This design comes from an exercise in tuning for small area, a short achievable clock period and few clock cycles on the open sky130 flow, not from production work.
No run shown here included a check of the RTL's function; only the layout flow was run.

==> flow/design.v, too long to show whole: its modules and the start of the top module <==
// module mmm_q: 183 lines
// module mmm_inv: 139 lines
// module mmm_bd: 16 lines
// module mmm_dreg: 7 lines
// module mmm_fa: 10 lines
// module mmm_ha: 9 lines
// module mmm_r2mm_2n: 8607 lines
module mmm_r2mm_2n
#(
    parameter K = 256
)
(
    input   wire            clk     ,
    input   wire            rst_n   ,
    input   wire [K-1  :0]  x       ,
    input   wire [K-1  :0]  y       ,
    input   wire [K-1  :0]  m       ,
    input   wire            req     ,
    output  wire [K-1  :0]  res     ,
    output  reg             val     
);
  // ...
==> flow/flow/run.sh <==
#!/bin/bash
set -uo pipefail
bash standard.sh SETUP_SLACK_MARGIN=22.5 MATCH_CELL_FOOTPRINT=0 \
  'BUFFER_PORTS_ARGS=-buffer_cell sky130_fd_sc_hd__buf_2' finish > standard_flow.log 2>&1
==> flow/standard.sh <==
#!/bin/bash
# synth_recipe.tcl (not shown) runs the flow's synth.tcl, then flattens the netlist and writes it again
# the make line also repeats each setting of config.mk as NAME=value (left out here)
make -C /OpenROAD-flow-scripts/flow DESIGN_CONFIG=/design/flow/config.mk WORK_HOME=/design/flow/orfs CLKGATE_MAP_FILE= SYNTH_SCRIPT=/design/flow/synth_recipe.tcl "${@:-finish}"
==> flow/config.mk <==
export PLATFORM = sky130hd
export DESIGN_NAME = mmm_r2mm_2n
export DESIGN_NICKNAME = mmm_r2mm_2n
export VERILOG_FILES = /design/flow/design.v
export SDC_FILE = /design/flow/constraint.sdc
export NUM_CORES = 8
export LEC_CHECK = 0
export CAP_MARGIN = 20
export CELL_PAD_IN_SITES_DETAIL_PLACEMENT = 1
export CORE_MARGIN = 2
export CORE_UTILIZATION = 58
export SETUP_SLACK_MARGIN = 2
export SLEW_MARGIN = 20
export SYNTH_HIERARCHICAL = 1
export SYNTH_MINIMUM_KEEP_SIZE = 0
export TNS_END_PERCENT = 25
==> flow/constraint.sdc <==
create_clock -name core_clock -period 30.0 [get_ports {clk}]
set_input_delay 6.0000 -clock core_clock [delete_from_list [all_inputs] [get_ports {clk}]]
set_output_delay 6.0000 -clock core_clock [all_outputs]
set_load 0.01 [all_outputs]
==> impl_metrics.yaml, run 1 <==
run:
  drv_cap: 0
detailed_routing:
  wl_um: 780000
  dr.max_layer_used: "met5"
  wirelength_met1_um: 236000
finish:
  num-multi-input-gates: 12100
  fin_util: 0.637
  n_fill_cell: 27000
  multi_input_area_mm2: 0.119
  instances_no_fill: 18500
  top_regs: "Cr (265), Sr (265)"
  bufAreaShareNonClock: 0.0520
  clock_buffers: 214
  mostFrequentLayoutCell: "nand2_1"
clock_tree:
  root_buffer: "clkbuf_16"
  numCtsBuffers: 165
  cts.repair.resized: 138
  clockBufferDepth: 4
  insertion_delay_ps: 920
  clk_pin_slew_ps: 70
global_route:
  grt-ovfl-total: 0
  met2_usage: 0.816
critical_path:
  path_max_fanout: 128
  timing.rr.start: "u_bd1.e[2]"
  critPathBufInv: 2
  crit_top_cell: "fa_1"
  cp_top_family: "adder cells"
  critPathArrivalTime_ps: 8550
  r2r_end: "Cr[227]"
  rrSetupSlack_ps: 22160
die:
  die_w_um: 509
  design.die.area_mm2: 0.260
worst_hold_path:
  hold_end: "u_bd1.e[0]"
  min_path_type: "flop to flop"
timing:
  fin_crit_ps: 7840
  rsz0062_at_grt: "true"
placement:
  placed_area_mm2: 0.154
  dp_cells: 18000
status:
  status: "timing/DRC/antenna clean"
==> run 2: changes to the inputs <==
--- a/flow/design.v
+++ b/flow/design.v
@@ -405,19 +405,55 @@
     xn = {KD{1'b0}}; mn = {KD{1'b0}};
     for (i = 1; i < 32; i = i + 1) begin
         xn = xn | ({KD{sel[i]}} & x[i*KD +: KD]);
         if (i < 31) mn = mn | ({KD{sel[i+1]}} & Mr[i*KD +: KD]);
         else mn = mn | ({KD{s32}} & Mr[i*KD +: KD]);
     end
 end
 always @(posedge clk) s32 <= it & sel[31];
-reg [KD-1:0] xd;
 reg          s255, bor, ptop;
-always @(posedge clk) begin xd <= xn; s255 <= x[255]; end
+always @(posedge clk) s255 <= x[255];
+reg [31:0] xg, xgn;
+always @* begin
+    xgn = {32{1'b0}};
+    xgn[7:0] = xgn[7:0] | ({KD{sel[1]}} & x[15:8]);
+    xgn[7:0] = xgn[7:0] | ({KD{sel[2]}} & x[23:16]);
+    xgn[7:0] = xgn[7:0] | ({KD{sel[3]}} & x[31:24]);
+    xgn[7:0] = xgn[7:0] | ({KD{sel[4]}} & x[39:32]);
+    xgn[7:0] = xgn[7:0] | ({KD{sel[5]}} & x[47:40]);
+    xgn[7:0] = xgn[7:0] | ({KD{sel[6]}} & x[55:48]);
+    xgn[7:0] = xgn[7:0] | ({KD{sel[7]}} & x[63:56]);
+    xgn[15:8] = xgn[15:8] | ({KD{sel[8]}} & x[71:64]);
+    xgn[15:8] = xgn[15:8] | ({KD{sel[9]}} & x[79:72]);
+    xgn[15:8] = xgn[15:8] | ({KD{sel[10]}} & x[87:80]);
+    xgn[15:8] = xgn[15:8] | ({KD{sel[11]}} & x[95:88]);
+    xgn[15:8] = xgn[15:8] | ({KD{sel[12]}} & x[103:96]);
+    xgn[15:8] = xgn[15:8] | ({KD{sel[13]}} & x[111:104]);
+    xgn[15:8] = xgn[15:8] | ({KD{sel[14]}} & x[119:112]);
+    xgn[15:8] = xgn[15:8] | ({KD{sel[15]}} & x[127:120]);
+    xgn[23:16] = xgn[23:16] | ({KD{sel[16]}} & x[135:128]);
+    xgn[23:16] = xgn[23:16] | ({KD{sel[17]}} & x[143:136]);
+    xgn[23:16] = xgn[23:16] | ({KD{sel[18]}} & x[151:144]);
+    xgn[23:16] = xgn[23:16] | ({KD{sel[19]}} & x[159:152]);
+    xgn[23:16] = xgn[23:16] | ({KD{sel[20]}} & x[167:160]);
+    xgn[23:16] = xgn[23:16] | ({KD{sel[21]}} & x[175:168]);
+    xgn[23:16] = xgn[23:16] | ({KD{sel[22]}} & x[183:176]);
+    xgn[23:16] = xgn[23:16] | ({KD{sel[23]}} & x[191:184]);
+    xgn[31:24] = xgn[31:24] | ({KD{sel[24]}} & x[199:192]);
+    xgn[31:24] = xgn[31:24] | ({KD{sel[25]}} & x[207:200]);
+    xgn[31:24] = xgn[31:24] | ({KD{sel[26]}} & x[215:208]);
+    xgn[31:24] = xgn[31:24] | ({KD{sel[27]}} & x[223:216]);
+    xgn[31:24] = xgn[31:24] | ({KD{sel[28]}} & x[231:224]);
+    xgn[31:24] = xgn[31:24] | ({KD{sel[29]}} & x[239:232]);
+    xgn[31:24] = xgn[31:24] | ({KD{sel[30]}} & x[247:240]);
+    xgn[31:24] = xgn[31:24] | ({KD{sel[31]}} & x[255:248]);
+end
+always @(posedge clk) xg <= xgn;
+wire [KD-1:0] xd = xg[7:0] | xg[15:8] | xg[23:16] | xg[31:24];
 wire [KD:0] dp = {1'b0, xd} - {1'b0, mn & {KD{s255}}} - {{KD{1'b0}}, bor};
 wire [KD:0] d0 = {1'b0, x[KD-1:0]} - {1'b0, m[KD-1:0] & {KD{x[255]}}};
 wire [KD:0] dd = idle ? d0 : dp;
 wire [KD:0] be = {dd[KD-1:0], ~idle & ptop};
 always @(posedge clk) begin bor <= dd[KD]; ptop <= dd[KD-1]; end
 wire [3:0] bo_0, bt_0, bn_0;
 mmm_bd u_bd0 (.clk(clk), .d(be), .one(bo_0), .two(bt_0), .neg(bn_0));
 wire [3:0] bo_1, bt_1, bn_1;
==> flow/config.mk (replaced) <==
export PLATFORM = sky130hd
export DESIGN_NAME = mmm_r2mm_2n
export DESIGN_NICKNAME = mmm_r2mm_2n
export VERILOG_FILES = /design/flow/design.v
export SDC_FILE = /design/flow/constraint.sdc
export NUM_CORES = 8
export LEC_CHECK = 0
export CAP_MARGIN = 20
export CELL_PAD_IN_SITES_DETAIL_PLACEMENT = 1
export CORE_MARGIN = 2
export CORE_UTILIZATION = 55
export SETUP_SLACK_MARGIN = 2
export SLEW_MARGIN = 20
export SYNTH_HIERARCHICAL = 1
export SYNTH_MINIMUM_KEEP_SIZE = 0
export TNS_END_PERCENT = 25
==> impl_metrics.yaml, run 2 <==
clock_tree:
  clockBufferDepth: 4
  root_buffer: "clkbuf_16"
  h-tree-depth: 4
  numCtsBuffers: 165
  cts_sinks: 1199
  insertion_delay_ps: 930
  cts_tree: "built"
  clk_pin_slew_ps: 60
  hold_buffers: 0
worst_hold_path:
  min_path_type: "flop to flop"
  hp-start: "ptop"
timing:
  setup_slack_ps: 22330
  finalCritPeriodShare: 0.256
  slew_violations: 0
  worst_pin_slew_ps: 1350
  fmax_ghz: 0.130
  fin_crit_ps: 7670
  skew_ps: 71.4
  max_slew_margin: 0.100
  rsz0062_at_grt: "true"
  fin_setup_tns_ps: 0
  setup_viol: 0
  finalHoldViolations: 0
synth:
  synth_nets: 19000
  ys_warn_count: 10
  netlist_area_mm2: 0.148
  synthCells: 14600
  synth_area_per_cell_um2: 10.2
die:
  io-pin-count: 1028
  die_h_um: 523
  start_util: 0.554
  rows: 190
  design.die.area_mm2: 0.274
  core_area_mm2: 0.268
  die_w_um: 523
finish:
  finalNetCount: 18900
  fin_area_mm2: 0.163
  layout-drive-gt1-share: 0.153
  top_regs: "Cr (265), Sr (265)"
  final_cell_mix: "nand2_1 (3329), fa_1 (3253), a22oi_1 (1161)"
  multi_input_area_mm2: 0.119
  syn_to_final_growth_pct: 9.50
  instances_no_fill: 18400
  mostFrequentLayoutCell: "nand2_1"
  n_fill_cell: 28800
  register_area_mm2: 0.0245
critical_path:
  critPathArrivalTime_ps: 1670
  crit_path_start: "Yr[49]"
  path_max_fanout: 9
  end_kind: "output pin"
  required_ps: 24000
  r2r_end: "Sr[235]"
  crit_path_top_delay_cell: "dfxtp_2"
  rrSetupSlack_ps: 22390
  slowest_delay_ps: 490
  reg2regPathDepth: 17
  critical_path.cell_chain: "buf_2"
  cp.depth: 1
  cp_top_family: "flip-flops"
  critPathBufInv: 1
  critPathLaunchType: "flop"
  crit_path_end: "res[49]"
  timing.rr.start: "u_bd1.e[2]"
  critPathKind: "flop to output pin"
detailed_routing:
  via_per_inst: 6.93
  drc: 0
  post_drt_wl_per_cell_um: 38.4
  drt_first_pass_iters: 7
  ant_nets: 0
  drt_iter0_markers: 15500
  vias: 127000
  wl_um: 705000
placement:
  pre_cts_ws_ps: 16790
  dp_cells: 17900
  dp.final_hpwl_um: 512000
  routabilityCongestion: 1.01
  placed_area_mm2: 0.154
  numPortBuffers: 1027
global_route:
  grt_usage: 0.507
  antenna_found_initial: 111
  grt-ovfl-total: 0
  grt_first_pass_wirelength_um: 992000
  grt_max_degree: 188
  grt_pass1_vias: 138000
status:
  status: "timing/DRC/antenna clean"
run:
  drv_cap: 0
## run 2: per-layer routing
layer / global-route usage / up-vias / wire length (um)
met5: 0.0102 / - / 738
met4: 0.386 / 88 / 66100
met3: 0.198 / 2606 / 98300
met2: 0.720 / 10300 / 297000
met1: 0.620 / 66300 / 243000
li1: - / 47900 / -
## run 2: how the worst min path moves through the flow
stage / end / slack [ps] / depth (start not counted)
2_1_floorplan: u_bd0.e[0] / 440 / 1
3_3_place_gp: u_bd1.e[0] / 460 / 1
3_5_place_dp: u_bd0.e[0] / 460 / 1
4_1_cts: u_bd1.e[0] / 470 / 1
5_1_grt: u_bd1.e[0] / 520 / 1
6_report: u_bd1.e[0] / 510 / 1
## run 2: final cells by class
cell class,count,share of cell area
Sequential cell,1199,0.151
Timing Repair Buffer,1322,0.0528
Tap cell,3552,0.0273
Antenna cell,99,0.00152
Clock buffer,215,0.0287
Clock inverter,72,0.00596
Multi-Input combinational cell,11800,0.731
Inverter,94,0.00232
## run 2: what timing repair did
item	CTS	global route
pin swaps	8	23
setup buffers	28	49
resized for setup	380	111
setup endpoints to repair	1043	1020
gates cloned	19	17
## run 2: stage by stage
stage | hold WS (ps) | utilization
after floorplan | 443 | -
after global placement | 458 | 0.574
after detailed placement | 459 | 0.574
after CTS | 468 | 0.601
after global routing | 523 | 0.606
final | 510 | 0.606

afterwards: timing with drivers on the ports:
In the flow no input, the clock included, has a driving cell. The finished layouts below were timed again as built, in two steps.
Step 1: set_driving_cell puts a clkbuf_16 on clk and a buf_2 on each other input, an assumption about the parent block.
Step 2 adds t to the input delays and takes it off the output delays; t is the mean of the earliest and latest rising clock arrival at the registers after step 1. Input paths then give back, and output paths get back, about the clock's delay inside the block.
a / b / c = no drivers / after step 1 / after step 2; a / b = the first two.
| run | t (ns) | setup slack, ns | worst slew at a driven data input, ns |
|---|---|---|---|
| run 1 | 1.008 | 22.159 / 22.159 / 21.233 | 0.67 |
| run 2 | 1.014 | 22.333 / 22.213 / 21.655 | 0.22 |
After both steps every run listed still meets setup and hold. For run 1, which loses most, drivers alone change the setup slack by 0.000 ns; drivers and shift together by -0.926 ns.
